This is an optimization exercise on Yosys and OpenROAD, whose aim is small area, a short achievable clock period and few clock cycles per item, not a production implementation.
Only simulation tests tie the RTL to the original design; equivalence was not proved.

==> flow/design.v, too long to show whole: its modules and the start of the top module <==
// module INV: 1565 lines
// module FA: 4 lines
// module FAX: 6 lines
// module XOR2: 3 lines
// module MAJ3: 3 lines
// module HA: 4 lines
module INV #(
    parameter DATA_W    = 32,
    parameter INT_BITS  = 8,
    parameter FRAC_BITS = 24,
    parameter N_ITER    = 3
)(
    input  wire                 clk,
    input  wire                 rstn,
    input  wire                 start,
    input  wire [DATA_W-1:0]    dd,      
    output wire [DATA_W-1:0]    q,       
    output reg                  done
);
  // ...
==> flow/flow/run.sh <==
#!/bin/bash
set -euo pipefail
cat >> config.mk <<'EOC'
export SETUP_SLACK_MARGIN = 5.6
EOC
bash standard.sh > standard_flow.log 2>&1
==> flow/standard.sh <==
#!/bin/bash
# synth_recipe.tcl (not shown) runs the flow's synth.tcl, then flattens the netlist and writes it again
# the make line also repeats each setting of config.mk as NAME=value (left out here)
make -C /OpenROAD-flow-scripts/flow DESIGN_CONFIG=/design/flow/config.mk WORK_HOME=/design/flow/orfs CLKGATE_MAP_FILE= SYNTH_SCRIPT=/design/flow/synth_recipe.tcl "${@:-finish}"
==> flow/config.mk <==
export PLATFORM = sky130hd
export DESIGN_NAME = INV
export DESIGN_NICKNAME = INV
export VERILOG_FILES = /design/flow/design.v
export SDC_FILE = /design/flow/constraint.sdc
export NUM_CORES = 4
export LEC_CHECK = 0
export CAP_MARGIN = 20
export CORE_MARGIN = 2
export CORE_UTILIZATION = 40
export SLEW_MARGIN = 20
export SYNTH_HIERARCHICAL = 1
export SYNTH_MINIMUM_KEEP_SIZE = 0
export SETUP_SLACK_MARGIN = 5.6
==> flow/constraint.sdc <==
create_clock -name core_clock -period 12.0 [get_ports {clk}]
set_input_delay 2.4000 -clock core_clock [delete_from_list [all_inputs] [get_ports {clk}]]
set_output_delay 2.4000 -clock core_clock [all_outputs]
set_load 0.01 [all_outputs]
==> flow_summary_export.csv, run 1 <==
group,metric,value,unit
status,outcome,"complete, no violations",
cts,cts.path.max_buffers,2,
critical_path,cp_common_cell,"fa_1",
critical_path,cp.required,12.25,ns
logic_synthesis,synth.area.top_cells,"fa_1, xnor2_1, a22oi_1",
cts,cts_resized,142,
cells_and_area,utilization,45.5,%
critical_path,worst-path-stages,17,
logic_synthesis,async_flop_share,4.71,%
logic_synthesis,synth-simple-area-share,6.36,%
drt,wl_met2,45.7,mm
cts,cts_tree,"yes",
cells_and_area,mostFrequentLayoutCells,"xnor2_1, a22oi_1, fa_1, nand2_1, o21ai_0",
logic_synthesis,synth_enable_flop_cells,0,
timing,rsz0062_at_grt,"true",
cells_and_area,drive_gt1_share,11.0,%
timing,hold_slack,0.571,ns
cells_and_area,register_area,1880,µm²
global_routing,grt_first_pass_wirelength,156,mm
global_routing,met1_usage,42.0,%
timing,fin_crit_sh,52.4,%
critical_path,crit_chain,"a22oi_1 > xnor2_1 > fa_1 > fa_1 > fa_1 > fa_1 > fa_1 > fa_1 > ha_2 > a21o_1 > a21oi_1 > nor2_1 > nor2_1 > a211oi_4 > or2_4 > a311o_1 > a32o_1",
placement,dp.cells,3381,
drt,drt-initial-drc-count,3351,
timing,max_freq,0.159,GHz
cells_and_area,seq_cell_count,85,
cts,root_buffer,"clkbuf_16",
critical_path,cp.arrival,6.54,ns
Testbench counts, summed over its fixed seeds: cycles 9,600, items 1,600.
==> run 2, diff against run 1 <==
--- a/flow/design.v
+++ b/flow/design.v
@@ -754,78 +754,78 @@
     wire m723, m724;
     FA u_m723 (.a(m474), .b(m500), .c(m561), .s(m723), .co(m724));
     wire m725, m726;
     FA u_m725 (.a(m563), .b(m565), .c(m567), .s(m725), .co(m726));
     wire m727, m728;
     FA u_m727 (.a(m554), .b(m556), .c(m558), .s(m727), .co(m728));
     wire m729, m730;
     FA u_m729 (.a(m417), .b(m447), .c(m475), .s(m729), .co(m730));
-    wire m731, m732;
-    FA u_m731 (.a(m501), .b(1'b1), .c(m569), .s(m731), .co(m732));
+    wire m731 = ~(m501 ^ m569);
+    wire m732 = m501 | m569;
     wire m733, m734;
     FA u_m733 (.a(m571), .b(m573), .c(m575), .s(m733), .co(m734));
     wire m735, m736;
     FA u_m735 (.a(m562), .b(m564), .c(m566), .s(m735), .co(m736));
     wire m737, m738;
     FA u_m737 (.a(m418), .b(m448), .c(m476), .s(m737), .co(m738));
-    wire m739, m740;
-    FA u_m739 (.a(m502), .b(1'b1), .c(m577), .s(m739), .co(m740));
+    wire m739 = ~(m502 ^ m577);
+    wire m740 = m502 | m577;
     wire m741, m742;
     FA u_m741 (.a(m579), .b(m581), .c(m583), .s(m741), .co(m742));
     wire m743, m744;
     FA u_m743 (.a(m570), .b(m572), .c(m574), .s(m743), .co(m744));
     wire m745, m746;
     FA u_m745 (.a(m355), .b(m387), .c(m419), .s(m745), .co(m746));
     wire m747, m748;
     FA u_m747 (.a(m449), .b(m477), .c(m503), .s(m747), .co(m748));
     wire m749, m750;
     FA u_m749 (.a(m585), .b(m587), .c(m589), .s(m749), .co(m750));
     wire m751, m752;
     FA u_m751 (.a(m578), .b(m580), .c(m582), .s(m751), .co(m752));
     wire m753, m754;
     FA u_m753 (.a(m356), .b(m388), .c(m420), .s(m753), .co(m754));
     wire m755, m756;
     FA u_m755 (.a(m450), .b(m478), .c(m504), .s(m755), .co(m756));
-    wire m757, m758;
-    FA u_m757 (.a(1'b1), .b(m591), .c(m593), .s(m757), .co(m758));
+    wire m757 = ~(m591 ^ m593);
+    wire m758 = m591 | m593;
     wire m759, m760;
     FA u_m759 (.a(m595), .b(m586), .c(m588), .s(m759), .co(m760));
     wire m761, m762;
     FA u_m761 (.a(m293), .b(m325), .c(m357), .s(m761), .co(m762));
     wire m763, m764;
     FA u_m763 (.a(m389), .b(m421), .c(m451), .s(m763), .co(m764));
     wire m765, m766;
     FA u_m765 (.a(m479), .b(m505), .c(m597), .s(m765), .co(m766));
     wire m767, m768;
     FA u_m767 (.a(m599), .b(m592), .c(m594), .s(m767), .co(m768));
     wire m769, m770;
     FA u_m769 (.a(m294), .b(m326), .c(m358), .s(m769), .co(m770));
     wire m771, m772;
     FA u_m771 (.a(m390), .b(m422), .c(m452), .s(m771), .co(m772));
-    wire m773, m774;
-    FA u_m773 (.a(m480), .b(m506), .c(1'b1), .s(m773), .co(m774));
+    wire m773 = ~(m480 ^ m506);
+    wire m774 = m480 | m506;
     wire m775, m776;
     FA u_m775 (.a(m601), .b(m603), .c(m598), .s(m775), .co(m776));
     wire m777, m778;
     FA u_m777 (.a(m231), .b(m263), .c(m295), .s(m777), .co(m778));
     wire m779, m780;
     FA u_m779 (.a(m327), .b(m359), .c(m391), .s(m779), .co(m780));
     wire m781, m782;
     FA u_m781 (.a(m423), .b(m453), .c(m481), .s(m781), .co(m782));
     wire m783, m784;
     FA u_m783 (.a(m507), .b(m605), .c(m602), .s(m783), .co(m784));
     wire m785, m786;
     FA u_m785 (.a(m232), .b(m264), .c(m296), .s(m785), .co(m786));
     wire m787, m788;
     FA u_m787 (.a(m328), .b(m360), .c(m392), .s(m787), .co(m788));
     wire m789, m790;
     FA u_m789 (.a(m424), .b(m454), .c(m482), .s(m789), .co(m790));
-    wire m791, m792;
-    FA u_m791 (.a(m508), .b(1'b1), .c(m607), .s(m791), .co(m792));
+    wire m791 = ~(m508 ^ m607);
+    wire m792 = m508 | m607;
     wire m793, m794;
     FA u_m793 (.a(m170), .b(m201), .c(m233), .s(m793), .co(m794));
     wire m795, m796;
     FA u_m795 (.a(m265), .b(m297), .c(m329), .s(m795), .co(m796));
     wire m797, m798;
     FA u_m797 (.a(m361), .b(m393), .c(m425), .s(m797), .co(m798));
     wire m799, m800;
     FA u_m799 (.a(m455), .b(m483), .c(m509), .s(m799), .co(m800));
@@ -1042,70 +1042,70 @@
     wire m1011, m1012;
     FA u_m1011 (.a(m780), .b(m782), .c(m784), .s(m1011), .co(m1012));
     wire m1013, m1014;
     FA u_m1013 (.a(m608), .b(m793), .c(m795), .s(m1013), .co(m1014));
     wire m1015, m1016;
     FA u_m1015 (.a(m797), .b(m799), .c(m786), .s(m1015), .co(m1016));
     wire m1017, m1018;
     FA u_m1017 (.a(m788), .b(m790), .c(m792), .s(m1017), .co(m1018));
-    wire m1019, m1020;
-    FA u_m1019 (.a(1'b1), .b(m801), .c(m803), .s(m1019), .co(m1020));
+    wire m1019 = ~(m801 ^ m803);
+    wire m1020 = m801 | m803;
     wire m1021, m1022;
     FA u_m1021 (.a(m805), .b(m807), .c(m794), .s(m1021), .co(m1022));
     wire m1023, m1024;
     FA u_m1023 (.a(m796), .b(m798), .c(m800), .s(m1023), .co(m1024));
     wire m1025, m1026;
     FA u_m1025 (.a(m485), .b(m511), .c(m809), .s(m1025), .co(m1026));
     wire m1027, m1028;
     FA u_m1027 (.a(m811), .b(m813), .c(m802), .s(m1027), .co(m1028));
     wire m1029, m1030;
     FA u_m1029 (.a(m804), .b(m806), .c(m808), .s(m1029), .co(m1030));
-    wire m1031, m1032;
-    FA u_m1031 (.a(m486), .b(m512), .c(1'b1), .s(m1031), .co(m1032));
+    wire m1031 = ~(m486 ^ m512);
+    wire m1032 = m486 | m512;
     wire m1033, m1034;
     FA u_m1033 (.a(m815), .b(m817), .c(m819), .s(m1033), .co(m1034));
     wire m1035, m1036;
     FA u_m1035 (.a(m810), .b(m812), .c(m814), .s(m1035), .co(m1036));
     wire m1037, m1038;
     FA u_m1037 (.a(m429), .b(m459), .c(m487), .s(m1037), .co(m1038));
     wire m1039, m1040;
     FA u_m1039 (.a(m513), .b(m821), .c(m823), .s(m1039), .co(m1040));
     wire m1041, m1042;
     FA u_m1041 (.a(m816), .b(m818), .c(m820), .s(m1041), .co(m1042));
     wire m1043, m1044;
     FA u_m1043 (.a(m430), .b(m460), .c(m488), .s(m1043), .co(m1044));
-    wire m1045, m1046;
-    FA u_m1045 (.a(m514), .b(1'b1), .c(m825), .s(m1045), .co(m1046));
+    wire m1045 = ~(m514 ^ m825);
+    wire m1046 = m514 | m825;
     wire m1047, m1048;
     FA u_m1047 (.a(m827), .b(m822), .c(m824), .s(m1047), .co(m1048));
     wire m1049, m1050;
     FA u_m1049 (.a(m367), .b(m399), .c(m431), .s(m1049), .co(m1050));
     wire m1051, m1052;
     FA u_m1051 (.a(m461), .b(m489), .c(m515), .s(m1051), .co(m1052));
     wire m1053, m1054;
     FA u_m1053 (.a(m829), .b(m826), .c(m828), .s(m1053), .co(m1054));
     wire m1055, m1056;
     FA u_m1055 (.a(m368), .b(m400), .c(m432), .s(m1055), .co(m1056));
     wire m1057, m1058;
     FA u_m1057 (.a(m462), .b(m490), .c(m516), .s(m1057), .co(m1058));
-    wire m1059, m1060;
-    FA u_m1059 (.a(1'b1), .b(m831), .c(m830), .s(m1059), .co(m1060));
+    wire m1059 = ~(m831 ^ m830);
+    wire m1060 = m831 | m830;
     wire m1061, m1062;
     FA u_m1061 (.a(m306), .b(m337), .c(m369), .s(m1061), .co(m1062));
     wire m1063, m1064;
     FA u_m1063 (.a(m401), .b(m433), .c(m463), .s(m1063), .co(m1064));
     wire m1065, m1066;
     FA u_m1065 (.a(m491), .b(m517), .c(m832), .s(m1065), .co(m1066));
     wire m1067, m1068;
     FA u_m1067 (.a(m338), .b(m370), .c(m402), .s(m1067), .co(m1068));
     wire m1069, m1070;
     FA u_m1069 (.a(m434), .b(m464), .c(m492), .s(m1069), .co(m1070));
-    wire m1071, m1072;
-    FA u_m1071 (.a(m518), .b(1'b1), .c(tstep), .s(m1071), .co(m1072));
+    wire m1071 = ~(m518 ^ tstep);
+    wire m1072 = m518 | tstep;
     wire m1073, m1074;
     FA u_m1073 (.a(m340), .b(m371), .c(m403), .s(m1073), .co(m1074));
     wire m1075, m1076;
     FA u_m1075 (.a(m435), .b(m465), .c(m493), .s(m1075), .co(m1076));
     wire m1077, m1078;
     FA u_m1077 (.a(m372), .b(m404), .c(m436), .s(m1077), .co(m1078));
     wire m1079, m1080;
     HA u_m1079 (.a(m466), .b(m494), .s(m1079), .co(m1080));
@@ -1292,28 +1292,28 @@
     wire m1261, m1262;
     FA u_m1261 (.a(m1067), .b(m1069), .c(m1071), .s(m1261), .co(m1262));
     wire m1263, m1264;
     FA u_m1263 (.a(m1062), .b(m1064), .c(m1066), .s(m1263), .co(m1264));
     wire m1265, m1266;
     FA u_m1265 (.a(m519), .b(m1073), .c(m1075), .s(m1265), .co(m1266));
     wire m1267, m1268;
     FA u_m1267 (.a(m1068), .b(m1070), .c(m1072), .s(m1267), .co(m1268));
-    wire m1269, m1270;
-    FA u_m1269 (.a(m520), .b(1'b1), .c(m1077), .s(m1269), .co(m1270));
+    wire m1269 = ~(m520 ^ m1077);
+    wire m1270 = m520 | m1077;
     wire m1271, m1272;
     FA u_m1271 (.a(m1079), .b(m1074), .c(m1076), .s(m1271), .co(m1272));
     wire m1273, m1274;
     FA u_m1273 (.a(m467), .b(m495), .c(m521), .s(m1273), .co(m1274));
     wire m1275, m1276;
     FA u_m1275 (.a(m1081), .b(m1078), .c(m1080), .s(m1275), .co(m1276));
     wire m1277, m1278;
     FA u_m1277 (.a(m468), .b(m496), .c(m522), .s(m1277), .co(m1278));
-    wire m1279, m1280;
-    FA u_m1279 (.a(1'b1), .b(m1083), .c(m1082), .s(m1279), .co(m1280));
+    wire m1279 = ~(m1083 ^ m1082);
+    wire m1280 = m1083 | m1082;
     wire m1281, m1282;
     FA u_m1281 (.a(m408), .b(m439), .c(m469), .s(m1281), .co(m1282));
     wire m1283, m1284;
     FA u_m1283 (.a(m497), .b(m523), .c(m1084), .s(m1283), .co(m1284));
     wire m1285, m1286;
     FA u_m1285 (.a(m440), .b(m470), .c(m498), .s(m1285), .co(m1286));
     wire m1287, m1288;
     HA u_m1287 (.a(m524), .b(1'b1), .s(m1287), .co(m1288));
@@ -1534,18 +1534,457 @@
     wire m1503, m1504;
     FA u_m1503 (.a(m1276), .b(m1391), .c(m1390), .s(m1503), .co(m1504));
     wire m1505, m1506;
     FA u_m1505 (.a(m1280), .b(m1393), .c(m1392), .s(m1505), .co(m1506));
     wire m1507, m1508;
     FA u_m1507 (.a(m1284), .b(m1395), .c(m1394), .s(m1507), .co(m1508));
     wire [55:0] s0 = {m1507, m1505, m1503, m1501, m1499, m1497, m1495, m1493, m1491, m1489, m1487, m1485, m1483, m1481, m1479, m1477, m1475, m1473, m1471, m1469, m1467, m1465, m1463, m1461, m1459, m1457, m1455, m1453, m1451, m1449, m1447, m1445, m1443, m1441, m1439, m1437, m1435, m1433, m1431, m1429, m1427, m1425, m1423, m1421, m1419, m1417, m1415, m1413, m1411, m1409, m1407, m1405, m1403, m1401, m1399, tstep};
     wire [55:0] s1 = {m1506, m1504, m1502, m1500, m1498, m1496, m1494, m1492, m1490, m1488, m1486, m1484, m1482, m1480, m1478, m1476, m1474, m1472, m1470, m1468, m1466, m1464, m1462, m1460, m1458, m1456, m1454, m1452, m1450, m1448, m1446, m1444, m1442, m1440, m1438, m1436, m1434, m1432, m1430, m1428, m1426, m1424, m1422, m1420, m1418, m1416, m1414, m1412, m1410, m1408, m1406, m1404, m1402, m1400, m1398, m1397};
-    wire [55:0] p  = s0 + s1;
-    wire [31:0] r  = p[55:24];
+    wire m1509 = s0[0] ^ s1[0];
+    wire m1510 = s0[0] & s1[0];
+    wire m1511 = s0[1] ^ s1[1];
+    wire m1512 = s0[1] & s1[1];
+    wire m1513 = s0[2] ^ s1[2];
+    wire m1514 = s0[2] & s1[2];
+    wire m1515 = s0[3] ^ s1[3];
+    wire m1516 = s0[3] & s1[3];
+    wire m1517 = s0[4] ^ s1[4];
+    wire m1518 = s0[4] & s1[4];
+    wire m1519 = s0[5] ^ s1[5];
+    wire m1520 = s0[5] & s1[5];
+    wire m1521 = s0[6] ^ s1[6];
+    wire m1522 = s0[6] & s1[6];
+    wire m1523 = s0[7] ^ s1[7];
+    wire m1524 = s0[7] & s1[7];
+    wire m1525 = s0[8] ^ s1[8];
+    wire m1526 = s0[8] & s1[8];
+    wire m1527 = s0[9] ^ s1[9];
+    wire m1528 = s0[9] & s1[9];
+    wire m1529 = s0[10] ^ s1[10];
+    wire m1530 = s0[10] & s1[10];
+    wire m1531 = s0[11] ^ s1[11];
+    wire m1532 = s0[11] & s1[11];
+    wire m1533 = s0[12] ^ s1[12];
+    wire m1534 = s0[12] & s1[12];
+    wire m1535 = s0[13] ^ s1[13];
+    wire m1536 = s0[13] & s1[13];
+    wire m1537 = s0[14] ^ s1[14];
+    wire m1538 = s0[14] & s1[14];
+    wire m1539 = s0[15] ^ s1[15];
+    wire m1540 = s0[15] & s1[15];
+    wire m1541 = s0[16] ^ s1[16];
+    wire m1542 = s0[16] & s1[16];
+    wire m1543 = s0[17] ^ s1[17];
+    wire m1544 = s0[17] & s1[17];
+    wire m1545 = s0[18] ^ s1[18];
+    wire m1546 = s0[18] & s1[18];
+    wire m1547 = s0[19] ^ s1[19];
+    wire m1548 = s0[19] & s1[19];
+    wire m1549 = s0[20] ^ s1[20];
+    wire m1550 = s0[20] & s1[20];
+    wire m1551 = s0[21] ^ s1[21];
+    wire m1552 = s0[21] & s1[21];
+    wire m1553 = s0[22] ^ s1[22];
+    wire m1554 = s0[22] & s1[22];
+    wire m1555 = s0[23] ^ s1[23];
+    wire m1556 = s0[23] & s1[23];
+    wire m1557 = s0[24] ^ s1[24];
+    wire m1558 = s0[24] & s1[24];
+    wire m1559 = s0[25] ^ s1[25];
+    wire m1560 = s0[25] & s1[25];
+    wire m1561 = s0[26] ^ s1[26];
+    wire m1562 = s0[26] & s1[26];
+    wire m1563 = s0[27] ^ s1[27];
+    wire m1564 = s0[27] & s1[27];
+    wire m1565 = s0[28] ^ s1[28];
+    wire m1566 = s0[28] & s1[28];
+    wire m1567 = s0[29] ^ s1[29];
+    wire m1568 = s0[29] & s1[29];
+    wire m1569 = s0[30] ^ s1[30];
+    wire m1570 = s0[30] & s1[30];
+    wire m1571 = s0[31] ^ s1[31];
+    wire m1572 = s0[31] & s1[31];
+    wire m1573 = s0[32] ^ s1[32];
+    wire m1574 = s0[32] & s1[32];
+    wire m1575 = s0[33] ^ s1[33];
+    wire m1576 = s0[33] & s1[33];
+    wire m1577 = s0[34] ^ s1[34];
+    wire m1578 = s0[34] & s1[34];
+    wire m1579 = s0[35] ^ s1[35];
+    wire m1580 = s0[35] & s1[35];
+    wire m1581 = s0[36] ^ s1[36];
+    wire m1582 = s0[36] & s1[36];
+    wire m1583 = s0[37] ^ s1[37];
+    wire m1584 = s0[37] & s1[37];
+    wire m1585 = s0[38] ^ s1[38];
+    wire m1586 = s0[38] & s1[38];
+    wire m1587 = s0[39] ^ s1[39];
+    wire m1588 = s0[39] & s1[39];
+    wire m1589 = s0[40] ^ s1[40];
+    wire m1590 = s0[40] & s1[40];
+    wire m1591 = s0[41] ^ s1[41];
+    wire m1592 = s0[41] & s1[41];
+    wire m1593 = s0[42] ^ s1[42];
+    wire m1594 = s0[42] & s1[42];
+    wire m1595 = s0[43] ^ s1[43];
+    wire m1596 = s0[43] & s1[43];
+    wire m1597 = s0[44] ^ s1[44];
+    wire m1598 = s0[44] & s1[44];
+    wire m1599 = s0[45] ^ s1[45];
+    wire m1600 = s0[45] & s1[45];
+    wire m1601 = s0[46] ^ s1[46];
+    wire m1602 = s0[46] & s1[46];
+    wire m1603 = s0[47] ^ s1[47];
+    wire m1604 = s0[47] & s1[47];
+    wire m1605 = s0[48] ^ s1[48];
+    wire m1606 = s0[48] & s1[48];
+    wire m1607 = s0[49] ^ s1[49];
+    wire m1608 = s0[49] & s1[49];
+    wire m1609 = s0[50] ^ s1[50];
+    wire m1610 = s0[50] & s1[50];
+    wire m1611 = s0[51] ^ s1[51];
+    wire m1612 = s0[51] & s1[51];
+    wire m1613 = s0[52] ^ s1[52];
+    wire m1614 = s0[52] & s1[52];
+    wire m1615 = s0[53] ^ s1[53];
+    wire m1616 = s0[53] & s1[53];
+    wire m1617 = s0[54] ^ s1[54];
+    wire m1618 = s0[54] & s1[54];
+    wire m1619 = s0[55] ^ s1[55];
+    wire m1620 = s0[55] & s1[55];
+    wire m1621;
+    GC u_m1621 (.gh(m1512), .ph(m1511), .gl(m1510), .g(m1621));
+    wire m1622, m1623;
+    BC u_m1622 (.gh(m1516), .ph(m1515), .gl(m1514), .pl(m1513), .g(m1622), .p(m1623));
+    wire m1624, m1625;
+    BC u_m1624 (.gh(m1520), .ph(m1519), .gl(m1518), .pl(m1517), .g(m1624), .p(m1625));
+    wire m1626, m1627;
+    BC u_m1626 (.gh(m1524), .ph(m1523), .gl(m1522), .pl(m1521), .g(m1626), .p(m1627));
+    wire m1628, m1629;
+    BC u_m1628 (.gh(m1528), .ph(m1527), .gl(m1526), .pl(m1525), .g(m1628), .p(m1629));
+    wire m1630, m1631;
+    BC u_m1630 (.gh(m1532), .ph(m1531), .gl(m1530), .pl(m1529), .g(m1630), .p(m1631));
+    wire m1632, m1633;
+    BC u_m1632 (.gh(m1536), .ph(m1535), .gl(m1534), .pl(m1533), .g(m1632), .p(m1633));
+    wire m1634, m1635;
+    BC u_m1634 (.gh(m1540), .ph(m1539), .gl(m1538), .pl(m1537), .g(m1634), .p(m1635));
+    wire m1636, m1637;
+    BC u_m1636 (.gh(m1544), .ph(m1543), .gl(m1542), .pl(m1541), .g(m1636), .p(m1637));
+    wire m1638, m1639;
+    BC u_m1638 (.gh(m1548), .ph(m1547), .gl(m1546), .pl(m1545), .g(m1638), .p(m1639));
+    wire m1640, m1641;
+    BC u_m1640 (.gh(m1552), .ph(m1551), .gl(m1550), .pl(m1549), .g(m1640), .p(m1641));
+    wire m1642, m1643;
+    BC u_m1642 (.gh(m1556), .ph(m1555), .gl(m1554), .pl(m1553), .g(m1642), .p(m1643));
+    wire m1644, m1645;
+    BC u_m1644 (.gh(m1560), .ph(m1559), .gl(m1558), .pl(m1557), .g(m1644), .p(m1645));
+    wire m1646, m1647;
+    BC u_m1646 (.gh(m1564), .ph(m1563), .gl(m1562), .pl(m1561), .g(m1646), .p(m1647));
+    wire m1648, m1649;
+    BC u_m1648 (.gh(m1568), .ph(m1567), .gl(m1566), .pl(m1565), .g(m1648), .p(m1649));
+    wire m1650, m1651;
+    BC u_m1650 (.gh(m1572), .ph(m1571), .gl(m1570), .pl(m1569), .g(m1650), .p(m1651));
+    wire m1652, m1653;
+    BC u_m1652 (.gh(m1576), .ph(m1575), .gl(m1574), .pl(m1573), .g(m1652), .p(m1653));
+    wire m1654, m1655;
+    BC u_m1654 (.gh(m1580), .ph(m1579), .gl(m1578), .pl(m1577), .g(m1654), .p(m1655));
+    wire m1656, m1657;
+    BC u_m1656 (.gh(m1584), .ph(m1583), .gl(m1582), .pl(m1581), .g(m1656), .p(m1657));
+    wire m1658, m1659;
+    BC u_m1658 (.gh(m1588), .ph(m1587), .gl(m1586), .pl(m1585), .g(m1658), .p(m1659));
+    wire m1660, m1661;
+    BC u_m1660 (.gh(m1592), .ph(m1591), .gl(m1590), .pl(m1589), .g(m1660), .p(m1661));
+    wire m1662, m1663;
+    BC u_m1662 (.gh(m1596), .ph(m1595), .gl(m1594), .pl(m1593), .g(m1662), .p(m1663));
+    wire m1664, m1665;
+    BC u_m1664 (.gh(m1600), .ph(m1599), .gl(m1598), .pl(m1597), .g(m1664), .p(m1665));
+    wire m1666, m1667;
+    BC u_m1666 (.gh(m1604), .ph(m1603), .gl(m1602), .pl(m1601), .g(m1666), .p(m1667));
+    wire m1668, m1669;
+    BC u_m1668 (.gh(m1608), .ph(m1607), .gl(m1606), .pl(m1605), .g(m1668), .p(m1669));
+    wire m1670, m1671;
+    BC u_m1670 (.gh(m1612), .ph(m1611), .gl(m1610), .pl(m1609), .g(m1670), .p(m1671));
+    wire m1672, m1673;
+    BC u_m1672 (.gh(m1616), .ph(m1615), .gl(m1614), .pl(m1613), .g(m1672), .p(m1673));
+    wire m1674, m1675;
+    BC u_m1674 (.gh(m1620), .ph(m1619), .gl(m1618), .pl(m1617), .g(m1674), .p(m1675));
+    wire m1676, m1677;
+    BC u_m1676 (.gh(m1674), .ph(m1675), .gl(m1672), .pl(m1673), .g(m1676), .p(m1677));
+    wire m1678, m1679;
+    BC u_m1678 (.gh(m1672), .ph(m1673), .gl(m1670), .pl(m1671), .g(m1678), .p(m1679));
+    wire m1680, m1681;
+    BC u_m1680 (.gh(m1670), .ph(m1671), .gl(m1668), .pl(m1669), .g(m1680), .p(m1681));
+    wire m1682, m1683;
+    BC u_m1682 (.gh(m1668), .ph(m1669), .gl(m1666), .pl(m1667), .g(m1682), .p(m1683));
+    wire m1684, m1685;
+    BC u_m1684 (.gh(m1666), .ph(m1667), .gl(m1664), .pl(m1665), .g(m1684), .p(m1685));
+    wire m1686, m1687;
+    BC u_m1686 (.gh(m1664), .ph(m1665), .gl(m1662), .pl(m1663), .g(m1686), .p(m1687));
+    wire m1688, m1689;
+    BC u_m1688 (.gh(m1662), .ph(m1663), .gl(m1660), .pl(m1661), .g(m1688), .p(m1689));
+    wire m1690, m1691;
+    BC u_m1690 (.gh(m1660), .ph(m1661), .gl(m1658), .pl(m1659), .g(m1690), .p(m1691));
+    wire m1692, m1693;
+    BC u_m1692 (.gh(m1658), .ph(m1659), .gl(m1656), .pl(m1657), .g(m1692), .p(m1693));
+    wire m1694, m1695;
+    BC u_m1694 (.gh(m1656), .ph(m1657), .gl(m1654), .pl(m1655), .g(m1694), .p(m1695));
+    wire m1696, m1697;
+    BC u_m1696 (.gh(m1654), .ph(m1655), .gl(m1652), .pl(m1653), .g(m1696), .p(m1697));
+    wire m1698, m1699;
+    BC u_m1698 (.gh(m1652), .ph(m1653), .gl(m1650), .pl(m1651), .g(m1698), .p(m1699));
+    wire m1700, m1701;
+    BC u_m1700 (.gh(m1650), .ph(m1651), .gl(m1648), .pl(m1649), .g(m1700), .p(m1701));
+    wire m1702, m1703;
+    BC u_m1702 (.gh(m1648), .ph(m1649), .gl(m1646), .pl(m1647), .g(m1702), .p(m1703));
+    wire m1704, m1705;
+    BC u_m1704 (.gh(m1646), .ph(m1647), .gl(m1644), .pl(m1645), .g(m1704), .p(m1705));
+    wire m1706, m1707;
+    BC u_m1706 (.gh(m1644), .ph(m1645), .gl(m1642), .pl(m1643), .g(m1706), .p(m1707));
+    wire m1708, m1709;
+    BC u_m1708 (.gh(m1642), .ph(m1643), .gl(m1640), .pl(m1641), .g(m1708), .p(m1709));
+    wire m1710, m1711;
+    BC u_m1710 (.gh(m1640), .ph(m1641), .gl(m1638), .pl(m1639), .g(m1710), .p(m1711));
+    wire m1712, m1713;
+    BC u_m1712 (.gh(m1638), .ph(m1639), .gl(m1636), .pl(m1637), .g(m1712), .p(m1713));
+    wire m1714, m1715;
+    BC u_m1714 (.gh(m1636), .ph(m1637), .gl(m1634), .pl(m1635), .g(m1714), .p(m1715));
+    wire m1716, m1717;
+    BC u_m1716 (.gh(m1634), .ph(m1635), .gl(m1632), .pl(m1633), .g(m1716), .p(m1717));
+    wire m1718, m1719;
+    BC u_m1718 (.gh(m1632), .ph(m1633), .gl(m1630), .pl(m1631), .g(m1718), .p(m1719));
+    wire m1720, m1721;
+    BC u_m1720 (.gh(m1630), .ph(m1631), .gl(m1628), .pl(m1629), .g(m1720), .p(m1721));
+    wire m1722, m1723;
+    BC u_m1722 (.gh(m1628), .ph(m1629), .gl(m1626), .pl(m1627), .g(m1722), .p(m1723));
+    wire m1724, m1725;
+    BC u_m1724 (.gh(m1626), .ph(m1627), .gl(m1624), .pl(m1625), .g(m1724), .p(m1725));
+    wire m1726, m1727;
+    BC u_m1726 (.gh(m1624), .ph(m1625), .gl(m1622), .pl(m1623), .g(m1726), .p(m1727));
+    wire m1728;
+    GC u_m1728 (.gh(m1622), .ph(m1623), .gl(m1621), .g(m1728));
+    wire m1729, m1730;
+    BC u_m1729 (.gh(m1676), .ph(m1677), .gl(m1680), .pl(m1681), .g(m1729), .p(m1730));
+    wire m1731, m1732;
+    BC u_m1731 (.gh(m1678), .ph(m1679), .gl(m1682), .pl(m1683), .g(m1731), .p(m1732));
+    wire m1733, m1734;
+    BC u_m1733 (.gh(m1680), .ph(m1681), .gl(m1684), .pl(m1685), .g(m1733), .p(m1734));
+    wire m1735, m1736;
+    BC u_m1735 (.gh(m1682), .ph(m1683), .gl(m1686), .pl(m1687), .g(m1735), .p(m1736));
+    wire m1737, m1738;
+    BC u_m1737 (.gh(m1684), .ph(m1685), .gl(m1688), .pl(m1689), .g(m1737), .p(m1738));
+    wire m1739, m1740;
+    BC u_m1739 (.gh(m1686), .ph(m1687), .gl(m1690), .pl(m1691), .g(m1739), .p(m1740));
+    wire m1741, m1742;
+    BC u_m1741 (.gh(m1688), .ph(m1689), .gl(m1692), .pl(m1693), .g(m1741), .p(m1742));
+    wire m1743, m1744;
+    BC u_m1743 (.gh(m1690), .ph(m1691), .gl(m1694), .pl(m1695), .g(m1743), .p(m1744));
+    wire m1745, m1746;
+    BC u_m1745 (.gh(m1692), .ph(m1693), .gl(m1696), .pl(m1697), .g(m1745), .p(m1746));
+    wire m1747, m1748;
+    BC u_m1747 (.gh(m1694), .ph(m1695), .gl(m1698), .pl(m1699), .g(m1747), .p(m1748));
+    wire m1749, m1750;
+    BC u_m1749 (.gh(m1696), .ph(m1697), .gl(m1700), .pl(m1701), .g(m1749), .p(m1750));
+    wire m1751, m1752;
+    BC u_m1751 (.gh(m1698), .ph(m1699), .gl(m1702), .pl(m1703), .g(m1751), .p(m1752));
+    wire m1753, m1754;
+    BC u_m1753 (.gh(m1700), .ph(m1701), .gl(m1704), .pl(m1705), .g(m1753), .p(m1754));
+    wire m1755, m1756;
+    BC u_m1755 (.gh(m1702), .ph(m1703), .gl(m1706), .pl(m1707), .g(m1755), .p(m1756));
+    wire m1757, m1758;
+    BC u_m1757 (.gh(m1704), .ph(m1705), .gl(m1708), .pl(m1709), .g(m1757), .p(m1758));
+    wire m1759, m1760;
+    BC u_m1759 (.gh(m1706), .ph(m1707), .gl(m1710), .pl(m1711), .g(m1759), .p(m1760));
+    wire m1761, m1762;
+    BC u_m1761 (.gh(m1708), .ph(m1709), .gl(m1712), .pl(m1713), .g(m1761), .p(m1762));
+    wire m1763, m1764;
+    BC u_m1763 (.gh(m1710), .ph(m1711), .gl(m1714), .pl(m1715), .g(m1763), .p(m1764));
+    wire m1765, m1766;
+    BC u_m1765 (.gh(m1712), .ph(m1713), .gl(m1716), .pl(m1717), .g(m1765), .p(m1766));
+    wire m1767, m1768;
+    BC u_m1767 (.gh(m1714), .ph(m1715), .gl(m1718), .pl(m1719), .g(m1767), .p(m1768));
+    wire m1769, m1770;
+    BC u_m1769 (.gh(m1716), .ph(m1717), .gl(m1720), .pl(m1721), .g(m1769), .p(m1770));
+    wire m1771, m1772;
+    BC u_m1771 (.gh(m1718), .ph(m1719), .gl(m1722), .pl(m1723), .g(m1771), .p(m1772));
+    wire m1773, m1774;
+    BC u_m1773 (.gh(m1720), .ph(m1721), .gl(m1724), .pl(m1725), .g(m1773), .p(m1774));
+    wire m1775, m1776;
+    BC u_m1775 (.gh(m1722), .ph(m1723), .gl(m1726), .pl(m1727), .g(m1775), .p(m1776));
+    wire m1777;
+    GC u_m1777 (.gh(m1724), .ph(m1725), .gl(m1728), .g(m1777));
+    wire m1778;
+    GC u_m1778 (.gh(m1726), .ph(m1727), .gl(m1621), .g(m1778));
+    wire m1779, m1780;
+    BC u_m1779 (.gh(m1729), .ph(m1730), .gl(m1737), .pl(m1738), .g(m1779), .p(m1780));
+    wire m1781, m1782;
+    BC u_m1781 (.gh(m1731), .ph(m1732), .gl(m1739), .pl(m1740), .g(m1781), .p(m1782));
+    wire m1783, m1784;
+    BC u_m1783 (.gh(m1733), .ph(m1734), .gl(m1741), .pl(m1742), .g(m1783), .p(m1784));
+    wire m1785, m1786;
+    BC u_m1785 (.gh(m1735), .ph(m1736), .gl(m1743), .pl(m1744), .g(m1785), .p(m1786));
+    wire m1787, m1788;
+    BC u_m1787 (.gh(m1737), .ph(m1738), .gl(m1745), .pl(m1746), .g(m1787), .p(m1788));
+    wire m1789, m1790;
+    BC u_m1789 (.gh(m1739), .ph(m1740), .gl(m1747), .pl(m1748), .g(m1789), .p(m1790));
+    wire m1791, m1792;
+    BC u_m1791 (.gh(m1741), .ph(m1742), .gl(m1749), .pl(m1750), .g(m1791), .p(m1792));
+    wire m1793, m1794;
+    BC u_m1793 (.gh(m1743), .ph(m1744), .gl(m1751), .pl(m1752), .g(m1793), .p(m1794));
+    wire m1795, m1796;
+    BC u_m1795 (.gh(m1745), .ph(m1746), .gl(m1753), .pl(m1754), .g(m1795), .p(m1796));
+    wire m1797, m1798;
+    BC u_m1797 (.gh(m1747), .ph(m1748), .gl(m1755), .pl(m1756), .g(m1797), .p(m1798));
+    wire m1799, m1800;
+    BC u_m1799 (.gh(m1749), .ph(m1750), .gl(m1757), .pl(m1758), .g(m1799), .p(m1800));
+    wire m1801, m1802;
+    BC u_m1801 (.gh(m1751), .ph(m1752), .gl(m1759), .pl(m1760), .g(m1801), .p(m1802));
+    wire m1803, m1804;
+    BC u_m1803 (.gh(m1753), .ph(m1754), .gl(m1761), .pl(m1762), .g(m1803), .p(m1804));
+    wire m1805, m1806;
+    BC u_m1805 (.gh(m1755), .ph(m1756), .gl(m1763), .pl(m1764), .g(m1805), .p(m1806));
+    wire m1807, m1808;
+    BC u_m1807 (.gh(m1757), .ph(m1758), .gl(m1765), .pl(m1766), .g(m1807), .p(m1808));
+    wire m1809, m1810;
+    BC u_m1809 (.gh(m1759), .ph(m1760), .gl(m1767), .pl(m1768), .g(m1809), .p(m1810));
+    wire m1811, m1812;
+    BC u_m1811 (.gh(m1761), .ph(m1762), .gl(m1769), .pl(m1770), .g(m1811), .p(m1812));
+    wire m1813, m1814;
+    BC u_m1813 (.gh(m1763), .ph(m1764), .gl(m1771), .pl(m1772), .g(m1813), .p(m1814));
+    wire m1815, m1816;
+    BC u_m1815 (.gh(m1765), .ph(m1766), .gl(m1773), .pl(m1774), .g(m1815), .p(m1816));
+    wire m1817, m1818;
+    BC u_m1817 (.gh(m1767), .ph(m1768), .gl(m1775), .pl(m1776), .g(m1817), .p(m1818));
+    wire m1819;
+    GC u_m1819 (.gh(m1769), .ph(m1770), .gl(m1777), .g(m1819));
+    wire m1820;
+    GC u_m1820 (.gh(m1771), .ph(m1772), .gl(m1778), .g(m1820));
+    wire m1821;
+    GC u_m1821 (.gh(m1773), .ph(m1774), .gl(m1728), .g(m1821));
+    wire m1822;
+    GC u_m1822 (.gh(m1775), .ph(m1776), .gl(m1621), .g(m1822));
+    wire m1823, m1824;
+    BC u_m1823 (.gh(m1779), .ph(m1780), .gl(m1795), .pl(m1796), .g(m1823), .p(m1824));
+    wire m1825, m1826;
+    BC u_m1825 (.gh(m1781), .ph(m1782), .gl(m1797), .pl(m1798), .g(m1825), .p(m1826));
+    wire m1827, m1828;
+    BC u_m1827 (.gh(m1783), .ph(m1784), .gl(m1799), .pl(m1800), .g(m1827), .p(m1828));
+    wire m1829, m1830;
+    BC u_m1829 (.gh(m1785), .ph(m1786), .gl(m1801), .pl(m1802), .g(m1829), .p(m1830));
+    wire m1831, m1832;
+    BC u_m1831 (.gh(m1787), .ph(m1788), .gl(m1803), .pl(m1804), .g(m1831), .p(m1832));
+    wire m1833, m1834;
+    BC u_m1833 (.gh(m1789), .ph(m1790), .gl(m1805), .pl(m1806), .g(m1833), .p(m1834));
+    wire m1835, m1836;
+    BC u_m1835 (.gh(m1791), .ph(m1792), .gl(m1807), .pl(m1808), .g(m1835), .p(m1836));
+    wire m1837, m1838;
+    BC u_m1837 (.gh(m1793), .ph(m1794), .gl(m1809), .pl(m1810), .g(m1837), .p(m1838));
+    wire m1839, m1840;
+    BC u_m1839 (.gh(m1795), .ph(m1796), .gl(m1811), .pl(m1812), .g(m1839), .p(m1840));
+    wire m1841, m1842;
+    BC u_m1841 (.gh(m1797), .ph(m1798), .gl(m1813), .pl(m1814), .g(m1841), .p(m1842));
+    wire m1843, m1844;
+    BC u_m1843 (.gh(m1799), .ph(m1800), .gl(m1815), .pl(m1816), .g(m1843), .p(m1844));
+    wire m1845, m1846;
+    BC u_m1845 (.gh(m1801), .ph(m1802), .gl(m1817), .pl(m1818), .g(m1845), .p(m1846));
+    wire m1847;
+    GC u_m1847 (.gh(m1803), .ph(m1804), .gl(m1819), .g(m1847));
+    wire m1848;
+    GC u_m1848 (.gh(m1805), .ph(m1806), .gl(m1820), .g(m1848));
+    wire m1849;
+    GC u_m1849 (.gh(m1807), .ph(m1808), .gl(m1821), .g(m1849));
+    wire m1850;
+    GC u_m1850 (.gh(m1809), .ph(m1810), .gl(m1822), .g(m1850));
+    wire m1851;
+    GC u_m1851 (.gh(m1811), .ph(m1812), .gl(m1777), .g(m1851));
+    wire m1852;
+    GC u_m1852 (.gh(m1813), .ph(m1814), .gl(m1778), .g(m1852));
+    wire m1853;
+    GC u_m1853 (.gh(m1815), .ph(m1816), .gl(m1728), .g(m1853));
+    wire m1854;
+    GC u_m1854 (.gh(m1817), .ph(m1818), .gl(m1621), .g(m1854));
+    wire m1855;
+    GC u_m1855 (.gh(m1823), .ph(m1824), .gl(m1851), .g(m1855));
+    wire m1856;
+    GC u_m1856 (.gh(m1825), .ph(m1826), .gl(m1852), .g(m1856));
+    wire m1857;
+    GC u_m1857 (.gh(m1827), .ph(m1828), .gl(m1853), .g(m1857));
+    wire m1858;
+    GC u_m1858 (.gh(m1829), .ph(m1830), .gl(m1854), .g(m1858));
+    wire m1859;
+    GC u_m1859 (.gh(m1831), .ph(m1832), .gl(m1819), .g(m1859));
+    wire m1860;
+    GC u_m1860 (.gh(m1833), .ph(m1834), .gl(m1820), .g(m1860));
+    wire m1861;
+    GC u_m1861 (.gh(m1835), .ph(m1836), .gl(m1821), .g(m1861));
+    wire m1862;
+    GC u_m1862 (.gh(m1837), .ph(m1838), .gl(m1822), .g(m1862));
+    wire m1863;
+    GC u_m1863 (.gh(m1839), .ph(m1840), .gl(m1777), .g(m1863));
+    wire m1864;
+    GC u_m1864 (.gh(m1841), .ph(m1842), .gl(m1778), .g(m1864));
+    wire m1865;
+    GC u_m1865 (.gh(m1843), .ph(m1844), .gl(m1728), .g(m1865));
+    wire m1866;
+    GC u_m1866 (.gh(m1845), .ph(m1846), .gl(m1621), .g(m1866));
+    wire m1867;
+    GC u_m1867 (.gh(m1514), .ph(m1513), .gl(m1621), .g(m1867));
+    wire m1868;
+    GC u_m1868 (.gh(m1518), .ph(m1517), .gl(m1728), .g(m1868));
+    wire m1869;
+    GC u_m1869 (.gh(m1522), .ph(m1521), .gl(m1778), .g(m1869));
+    wire m1870;
+    GC u_m1870 (.gh(m1526), .ph(m1525), .gl(m1777), .g(m1870));
+    wire m1871;
+    GC u_m1871 (.gh(m1530), .ph(m1529), .gl(m1822), .g(m1871));
+    wire m1872;
+    GC u_m1872 (.gh(m1534), .ph(m1533), .gl(m1821), .g(m1872));
+    wire m1873;
+    GC u_m1873 (.gh(m1538), .ph(m1537), .gl(m1820), .g(m1873));
+    wire m1874;
+    GC u_m1874 (.gh(m1542), .ph(m1541), .gl(m1819), .g(m1874));
+    wire m1875;
+    GC u_m1875 (.gh(m1546), .ph(m1545), .gl(m1854), .g(m1875));
+    wire m1876;
+    GC u_m1876 (.gh(m1550), .ph(m1549), .gl(m1853), .g(m1876));
+    wire m1877;
+    GC u_m1877 (.gh(m1554), .ph(m1553), .gl(m1852), .g(m1877));
+    wire m1878;
+    GC u_m1878 (.gh(m1558), .ph(m1557), .gl(m1851), .g(m1878));
+    wire m1879;
+    GC u_m1879 (.gh(m1562), .ph(m1561), .gl(m1850), .g(m1879));
+    wire m1880;
+    GC u_m1880 (.gh(m1566), .ph(m1565), .gl(m1849), .g(m1880));
+    wire m1881;
+    GC u_m1881 (.gh(m1570), .ph(m1569), .gl(m1848), .g(m1881));
+    wire m1882;
+    GC u_m1882 (.gh(m1574), .ph(m1573), .gl(m1847), .g(m1882));
+    wire m1883;
+    GC u_m1883 (.gh(m1578), .ph(m1577), .gl(m1866), .g(m1883));
+    wire m1884;
+    GC u_m1884 (.gh(m1582), .ph(m1581), .gl(m1865), .g(m1884));
+    wire m1885;
+    GC u_m1885 (.gh(m1586), .ph(m1585), .gl(m1864), .g(m1885));
+    wire m1886;
+    GC u_m1886 (.gh(m1590), .ph(m1589), .gl(m1863), .g(m1886));
+    wire m1887;
+    GC u_m1887 (.gh(m1594), .ph(m1593), .gl(m1862), .g(m1887));
+    wire m1888;
+    GC u_m1888 (.gh(m1598), .ph(m1597), .gl(m1861), .g(m1888));
+    wire m1889;
+    GC u_m1889 (.gh(m1602), .ph(m1601), .gl(m1860), .g(m1889));
+    wire m1890;
+    GC u_m1890 (.gh(m1606), .ph(m1605), .gl(m1859), .g(m1890));
+    wire m1891;
+    GC u_m1891 (.gh(m1610), .ph(m1609), .gl(m1858), .g(m1891));
+    wire m1892;
+    GC u_m1892 (.gh(m1614), .ph(m1613), .gl(m1857), .g(m1892));
+    wire m1893;
+    GC u_m1893 (.gh(m1618), .ph(m1617), .gl(m1856), .g(m1893));
+    wire [31:0] r = {m1619 ^ m1893, m1617 ^ m1856, m1615 ^ m1892, m1613 ^ m1857, m1611 ^ m1891, m1609 ^ m1858, m1607 ^ m1890, m1605 ^ m1859, m1603 ^ m1889, m1601 ^ m1860, m1599 ^ m1888, m1597 ^ m1861, m1595 ^ m1887, m1593 ^ m1862, m1591 ^ m1886, m1589 ^ m1863, m1587 ^ m1885, m1585 ^ m1864, m1583 ^ m1884, m1581 ^ m1865, m1579 ^ m1883, m1577 ^ m1866, m1575 ^ m1882, m1573 ^ m1847, m1571 ^ m1881, m1569 ^ m1848, m1567 ^ m1880, m1565 ^ m1849, m1563 ^ m1879, m1561 ^ m1850, m1559 ^ m1878, m1557 ^ m1851};
     assign q = a;
     always @(posedge clk or negedge rstn) begin
         if (!rstn) begin
             ph   <= 3'd0;
             done <= 1'b0;
         end else begin
             case (ph)
                 3'd0: if (start) ph <= 3'd1;
@@ -1578,8 +2017,15 @@
 endmodule
 module MAJ3 (input a, input b, input c, output y);
     assign y = (a & b) | (a & c) | (b & c);
 endmodule
 module HA (input a, input b, output s, output co);
     assign s  = a ^ b;
     assign co = a & b;
 endmodule
+module GC (input gh, input ph, input gl, output g);
+    assign g = gh | (ph & gl);
+endmodule
+module BC (input gh, input ph, input gl, input pl, output g, output p);
+    assign g = gh | (ph & gl);
+    assign p = ph & pl;
+endmodule
==> flow/flow/run.sh (replaced) <==
#!/bin/bash
set -euo pipefail
cat >> config.mk <<'EOC'
export SETUP_SLACK_MARGIN = 6.0
EOC
bash standard.sh > standard_flow.log 2>&1
--- a/flow/config.mk
+++ b/flow/config.mk
@@ -6,9 +6,9 @@
 export NUM_CORES = 4
 export LEC_CHECK = 0
 export CAP_MARGIN = 20
 export CORE_MARGIN = 2
 export CORE_UTILIZATION = 40
 export SLEW_MARGIN = 20
 export SYNTH_HIERARCHICAL = 1
 export SYNTH_MINIMUM_KEEP_SIZE = 0
-export SETUP_SLACK_MARGIN = 5.6
+export SETUP_SLACK_MARGIN = 6.0
==> run 2 against run 1 <==
  * First-iteration DRC count up 18%
  * Routed wire length up 12%
  * Area after synthesis up 0.91%
  * Fmax up 0.52%
  * Flip-flop and latch count unchanged
  * Clock skew down 0.0012 ns
  * Critical path type unchanged
  * Critical endpoint is now a[31]
==> flow_summary_export.csv, run 2 <==
group,metric,value,unit
status,outcome,"complete, no violations",
cells_and_area,drive_gt1_share,19.0,%
cells_and_area,final_common_cell,"xnor2_1",
die,core,63300,µm²
cells_and_area,finalNetCount,3300,
placement,portBuffers,67,
timing,fin_crit_sh,52.1,%
logic_synthesis,ys.warnings.count,7,
timing,clock_skew,0.0145,ns
cts,htreeDepth,3,
critical_path,crit_chain,"buf_8 > buf_12 > a22oi_2 > xnor2_2 > fa_2 > fa_1 > fa_1 > fa_1 > fa_1 > fa_1 > ha_4 > a21o_1 > a21o_1 > a21o_1 > a21o_1 > a21o_1 > a21o_1 > a21o_1 > xnor2_2 > xnor2_1 > nand2_1 > o21ai_1",
timing,tns,0,ns
min_path,hold_start,"done",
cells_and_area,mostFrequentLayoutCells,"xnor2_1, a22oi_1, fa_1, a21o_1, buf_4",
logic_synthesis,ys_seq_elements,85,
critical_path,cp.arrival,6.52,ns
run,drv_cap,0,
cells_and_area,utilization,49.8,%
critical_path,critPathSlowestCell,"fa_1",
timing,rsz0062_at_grt,"true",
logic_synthesis,synth_commonest_cells,"xnor2_1, a22oi_1, fa_1",
critical_path,crit_family,"adder cells",
drt,drt_pre_antenna_iters,7,
logic_synthesis,async_flop_share,4.71,%
timing,timing.final.crit_period,6.25,ns
logic_synthesis,ys.flop_type,"dfxtp_1",
logic_synthesis,synth_top_area_share,34.1,%
critical_path,slowest_delay,0.57,ns
cts,clk_pin_slew,0.07,ns
global_routing,grt_usage,35.3,%
placement,routabilityCongestion,0.983,
global_routing,grt.overflow.total,0,
cells_and_area,register_area,1900,µm²
timing,setup_viol,0,
critical_path,crit_path_max_fanout,6,
timing,finalMaxSlewViolations,0,
cts,cts_tree,"yes",
cts,clkSinkCount,85,
critical_path,worstSetupPathType,"reg2reg",
die,die_area,66300,µm²
logic_synthesis,yosysSeqAreaShare,6.70,%
cells_and_area,multiInputGateArea,23400,µm²
placement,dp_hpwl,64.8,mm
die,rows,92,
timing,hold_viol,0,
drt,vias,24300,
global_routing,antenna_found_initial,1,
die,ios,68,
cells_and_area,largest_reg_flops,32,
critical_path,endpoint_kind,"register",
drt,wl_per_cell,34.0,µm
logic_synthesis,syn_inst,2680,
timing,slew_headroom,44.4,%
timing,worst_pin_slew,0.834,ns
critical_path,rr_startpoint,"b_one[5]",
critical_path,start_kind,"register",
cts,cts.path.max_buffers,2,
critical_path,cp_common_cell,"a21o_1",
cts,root_buffer,"clkbuf_16",
critical_path,crit_path_start,"b_one[5]",
drt,drtAntennaViolNets,0,
drt,drc,0,
drt,via_per_inst,6.82,
global_routing,grt_first_pass_wirelength,173,mm
logic_synthesis,synth_most_common_cell,"xnor2_1",
logic_synthesis,synth_enable_flop_cells,0,
critical_path,critical_path_buf_inv_count,2,
cts,clkLatencyLatePin,0.35,ns
drt,drt-initial-drc-count,3968,
cells_and_area,syn_to_final_growth,22.6,%
cts,cts_inserted_buffers,9,
logic_synthesis,yosys.area.top_type,"fa_1",
timing,max_freq,0.160,GHz
logic_synthesis,synthDistinctLibCells,54,
min_path,hp-class,"reg2reg",
cells_and_area,fillCellCount,5694,
critical_path,cp.required,12.27,ns
drt,wl,121,mm
logic_synthesis,syn-cell-area,25700,µm²
global_routing,grt_pass1_vias,25200,
cells_and_area,regMostFlops,"a",
critical_path,r2r_slack,5.75,ns
die,fp.dieH,258,µm
logic_synthesis,syn_area_per_cell,9.60,µm²
die,initial_utilization,40.6,%
logic_synthesis,synth.area.top_cells,"fa_1, xnor2_1, a22oi_1",
global_routing,grt_max_degree,61,
die,die_x,258,µm
[run 2: cell types whose count changed after synthesis, moves of 32 or more]
cell,delta
and2_1,+109
nor2_1,-34
nand2_1,-63
a21o_1,+131
a21oi_1,-50
o21ai_0,-32
[run 2: kinds of logic (layout without fill, tap and decap cells)]
logic type | after synthesis | count (layout) | synth area share (%)
AOI/OAI and AO/OA | 756 | 756 | 21.1
xor gates and xnor gates | 582 | 582 | 19.8
adders and majority gates | 551 | 551 | 39.6
buffers and inverters | 367 | 405 | 5.36
DFF | 85 | 85 | 6.70
muxes | 16 | 16 | 0.623
other | 1 | 3 | 0.0146
and+or+nand+nor | 322 | 322 | 6.74
[run 2: metrics by stage]
stage / instance area, µm² / cells / setup slack, ns / hold WS (ns)
finish: 31500 / 3566 / 5.75 / 0.559
global route: 31500 / 3564 / 5.65 / 0.620
CTS: 30600 / 3522 / 5.87 / 0.567
detailed placement: 26900 / 3350 / 5.03 / 0.541
global placement: 26900 / 3350 / 5.10 / 0.533
floorplan: 25800 / 2680 / 6.00 / 0.559
[run 2: worst register-to-register path, stage by stage (launching register included)]
cell	delay (ns)
dfxtp_4	0.41
buf_8	0.17
buf_12	0.14
a22oi_2	0.27
xnor2_2	0.16
fa_2	0.47
fa_1	0.42
fa_1	0.48
fa_1	0.57
fa_1	0.45
fa_1	0.56
ha_4	0.23
a21o_1	0.24
a21o_1	0.20
a21o_1	0.20
a21o_1	0.18
a21o_1	0.16
a21o_1	0.21
a21o_1	0.20
xnor2_2	0.17
xnor2_1	0.14
nand2_1	0.08
o21ai_1	0.09
[run 2: layout make-up]
| cell class | count | area share [%] |
|---|---|---|
| flip-flops and latches | 85 | 6.01 |
| clock inverters | 4 | 0.163 |
| repair buffers | 344 | 15.0 |
| inverters | 46 | 0.548 |
| multi-input cells | 2228 | 74.2 |
| clock buffers | 11 | 0.738 |
| diodes | 2 | 0.0159 |
| well taps | 846 | 3.36 |
[run 2: timing repair]
| item | 4_1_cts | 5_1_grt |
|---|---|---|
| hold buffers | 0 | 0 |
| cloned | 31 | 7 |
| pin swaps | 130 | 53 |
| resized for setup | 303 | 94 |
| endpoints found under the setup margin | 32 | 32 |
| buffers inserted | 126 | 35 |
[run 2: layer usage]
metal / wire length [µm] / vias to the layer above / global-route usage (%) / part of all wire (%)
li1: - / 9285 / - / -
met1: 42000 / 12000 / 45.0 / 35
met5: 128 / - / 0.214 / 0.11
met3: 19800 / 663 / 12.4 / 16
met2: 48200 / 2352 / 50.2 / 40
met4: 11100 / 8 / 24.0 / 9.2
[run 2: modules after synthesis, one instance, submodules excluded]
module  area [µm²]  copies in the design  flip-flops and latches  cells inside
HA            12.5                    42                       0             1
INV          14700                     1                      85          1949
FA            20.0                   438                       0             1
BC            13.8                   104                       0             2
GC            7.51                    43                       0             1
[run 2: path summary, 6_finish.rpt]
path,to,depth (start not counted)
min,done,2
max,a[31],22
max in group asynchronous,done,1
min in group asynchronous,ph[1],1
max reg2reg,a[31],22
min reg2reg,done,2
Testbench counts of run 2, summed over its fixed seeds: cycles 9,600, items 1,600.
==> run 3, diff against run 2 <==
==> flow/run.sh (new file) <==
#!/bin/bash
# synth_recipe.tcl (not shown) runs the flow's synth.tcl, then flattens the netlist and writes it again
# the make line also repeats each setting of config.mk as NAME=value (left out here)
make -C /OpenROAD-flow-scripts/flow DESIGN_CONFIG=/design/flow/config.mk WORK_HOME=/design/flow/orfs CLKGATE_MAP_FILE= SYNTH_SCRIPT=/design/flow/synth_recipe.tcl finish
--- a/flow/config.mk
+++ b/flow/config.mk
@@ -8,7 +8,7 @@
 export CAP_MARGIN = 20
 export CORE_MARGIN = 2
 export CORE_UTILIZATION = 40
+export SETUP_SLACK_MARGIN = 5
 export SLEW_MARGIN = 20
 export SYNTH_HIERARCHICAL = 1
 export SYNTH_MINIMUM_KEEP_SIZE = 0
-export SETUP_SLACK_MARGIN = 6.0
removed: flow/flow/run.sh
removed: flow/standard.sh
==> run 3 against run 2 <==
  * Synthesized cell count did not move
  * Routed wire length fell by 12%
  * First-iteration DRC count shrank 24%
  * Non-clock buffer count is 198 lower
  * Final cell count decreased by 5.6%
  * Design area decreased by 13%
  * Clock skew rose by 0.0033 ns
  * Fmax down 9.9%
  * Critical endpoint is now a[27]
==> flow_summary_export.csv, run 3 <==
group,metric,value,unit
status,outcome,"complete, no violations",
critical_path,start_kind,"register",
timing,clock_skew,0.0178,ns
cts,clkSinkCount,85,
timing,hold_viol,0,
logic_synthesis,synth_xor_area_share,19.8,%
cts,root_buffer,"clkbuf_16",
logic_synthesis,muxShareOfSynthArea,0.623,%
critical_path,slowest_delay,0.67,ns
critical_path,r2r-end,"a[27]",
cts,clk_pin_slew,0.07,ns
die,fp.dieH,258,µm
logic_synthesis,syn_area_per_cell,9.60,µm²
global_routing,antenna_found_initial,1,
critical_path,cp.arrival,7.23,ns
min_path,min_path_cells,2,
die,core,63300,µm²
logic_synthesis,ys_seq_elements,85,
drt,drc,0,
timing,fin_crit_sh,57.8,%
critical_path,endpoint_kind,"register",
cells_and_area,drive_gt1_share,5.95,%
cells_and_area,finalNetCount,3102,
placement,portBuffers,67,
logic_synthesis,async_flop_share,4.71,%
cts,clkLatencyLatePin,0.37,ns
cts,cts_inserted_buffers,9,
global_routing,grt_usage,32.1,%
logic_synthesis,synthDistinctLibCells,54,
critical_path,critical_path_buf_inv_count,1,
placement,post_dp_cell_area,26900,µm²
critical_path,rr_startpoint,"a[9]",
global_routing,grt_pass1_vias,24400,
cells_and_area,final_common_cell,"xnor2_1",
die,die_area,66300,µm²
critical_path,r2r_cells,19,
min_path,hold_start,"a[23]",
global_routing,grt_first_pass_wirelength,159,mm
cells_and_area,syn_to_final_growth,6.05,%
logic_synthesis,ys.warnings.count,7,
timing,worst_pin_slew,0.929,ns
critical_path,r2r_slack,5.06,ns
min_path,hp-class,"reg2reg",
cts,cts_tree,"yes",
cells_and_area,regMostFlops,"a",
critical_path,crit_chain,"buf_4 > a22oi_1 > xnor2_1 > fa_1 > fa_1 > fa_1 > fa_1 > fa_1 > ha_1 > and2_1 > a21o_1 > a21o_1 > a21o_1 > a21o_1 > a21o_1 > a21o_1 > xor2_1 > a21oi_1 > a21oi_1",
timing,timing.final.crit_period,6.94,ns
logic_synthesis,synth_top_family_by_area,"adder cells",
drt,drt-initial-drc-count,3009,
die,ios,68,
run,drv_cap,0,
drt,via_per_inst,6.68,
cts,cts_hold_buf,0,
timing,slew_headroom,38.0,%
logic_synthesis,ys.flop_type,"dfxtp_1",
critical_path,critPathSlowestCell,"dfxtp_1",
logic_synthesis,synth-simple-area-share,6.74,%
timing,hold_slack,0.529,ns
logic_synthesis,synth_top_area_share,34.1,%
cells_and_area,design_area,27300,µm²
logic_synthesis,synth.area.top_cells,"fa_1, xnor2_1, a22oi_1",
logic_synthesis,synth_commonest_cells,"xnor2_1, a22oi_1, fa_1",
global_routing,grt.overflow.total,0,
die,rows,92,
critical_path,crit_family,"adder cells",
timing,finalMaxSlewViolations,0,
cts,postCtsSetupBuffers,0,
min_path,worstHoldEndpoint,"b_neg[11]",
placement,routabilityCongestion,1.01,
logic_synthesis,yosysSeqAreaShare,6.70,%
timing,tns,0,ns
drt,vias,22500,
timing,rsz0062_at_grt,"false",
critical_path,cp_common_cell,"a21o_1",
global_routing,grt_max_degree,61,
cts,htreeDepth,3,
die,initial_utilization,40.6,%
drt,wl_per_cell,31.7,µm
placement,dp_hpwl,64.9,mm
timing,setup_viol,0,
logic_synthesis,syn-cell-area,25700,µm²
critical_path,worstSetupPathType,"reg2reg",
drt,wl,107,mm
critical_path,cp.required,12.29,ns
logic_synthesis,synth_fa_ha_area_share,39.6,%
cells_and_area,largest_reg_flops,32,
logic_synthesis,synth_most_common_cell,"xnor2_1",
cells_and_area,fillCellCount,6132,
logic_synthesis,yosys.area.top_type,"fa_1",
drt,drt_pre_antenna_iters,7,
logic_synthesis,syn_inst,2680,
logic_synthesis,synth_enable_flop_cells,0,
drt,drtAntennaViolNets,0,
cells_and_area,mostFrequentLayoutCells,"xnor2_1, a22oi_1, fa_1, a21o_1, ha_1",
cts,cts.path.max_buffers,2,
timing,max_freq,0.144,GHz
logic_synthesis,synth_compound_area_share,21.1,%
critical_path,crit_path_max_fanout,27,
die,die_x,258,µm
[run 3: cell counts after synthesis]
No cell type changed its count.
[run 3: how the worst max path moves through the flow]
| stage | start | to | slack [ns] | depth (start not counted) |
|---|---|---|---|---|
| finish | a[9] | a[27] | 5.06 | 19 |
| global route | a[9] | a[27] | 5.01 | 19 |
| CTS | b_one[3] | a[27] | 5.02 | 19 |
| detailed placement | a[27] | a[27] | 5.03 | 20 |
| global placement | a[27] | a[27] | 5.06 | 20 |
| floorplan | b_neg[4] | a[31] | 5.82 | 21 |
[run 3: kinds of logic after synthesis]
logic type | count (synthesis)
simple gates | 322
other cells | 1
flops | 85
xor+xnor | 582
compound gates | 756
buf+inv | 367
mux | 16
fa+ha+maj | 551
[run 3: tightest hold or removal path, stage by stage, from the launching register on]
cell and delay (ns):
dfxtp_1 0.35, nand3_1 0.08, o21ai_0 0.07
[run 3: area by class of cell]
class / count / area [µm²] / area share [%]
sequential: 85 / 1780 / 6.54
tap: 846 / 1060 / 3.88
multi-input combinational: 2228 / 22600 / 83.0
clock inverter: 6 / 93.8 / 0.344
inverter: 46 / 173 / 0.633
clock buffer: 10 / 229 / 0.840
timing repair buffer: 146 / 1300 / 4.77
antenna: 1 / 2.50 / 0.00918
[run 3: what timing repair did]
item                                    4_1_cts  5_1_grt
gates resized for setup                       2       23
endpoints found under the setup margin        1       17
endpoints found under the hold margin         0        0
[run 3: metal layers]
metal	global-route usage, %	wire length, µm
met2	48.7	45700
met4	16.7	7060
met5	0.783	54
met3	10.2	14400
met1	41.0	39500
[run 3: Yosys stat by module, one instance, submodules excluded]
module  copies in the design  flops+latches  area (µm²)  cells
FA                       438              0        20.0      1
HA                        42              0        12.5      1
GC                        43              0        7.51      1
BC                       104              0        13.8      2
INV                        1             85       14700   1949
[run 3: stage by stage]
stage               cells  setup WS, ns  utilization (%)
finish               3368          5.06             43.1
global route         3368          5.01             43.1
CTS                  3367          5.02             43.0
detailed placement   3351          5.03             42.5
global placement     3351          5.06             42.5
floorplan            2680          5.82                -

-- afterwards: timing with drivers on the ports --
The flow's constraints put no driver on any port. The routed layouts listed below were extracted and timed again, unchanged, in two steps.
Step 1 (the two cells are an assumption about what drives the block):
set clk [get_ports {clk}]
set_driving_cell -lib_cell sky130_fd_sc_hd__clkbuf_16 $clk
set_driving_cell -lib_cell sky130_fd_sc_hd__buf_2 [delete_from_list [all_inputs] $clk]
Step 2 also shifts input and output timing later by t, the mid clock arrival at the registers, as if the neighbouring blocks saw the same clock.
a / b / c = no drivers / after step 1 / after step 2; a / b = the first two.
run	t (ns)	slack for setup (ns)	worst data-port slew with drivers (ns)
run 1	0.394	5.714 / 5.714 / 5.714	0.05
run 2	0.390	5.747 / 5.747 / 5.747	0.05
run 3	0.401	5.061 / 5.061 / 5.061	0.07
After both steps every run listed still meets setup and hold.
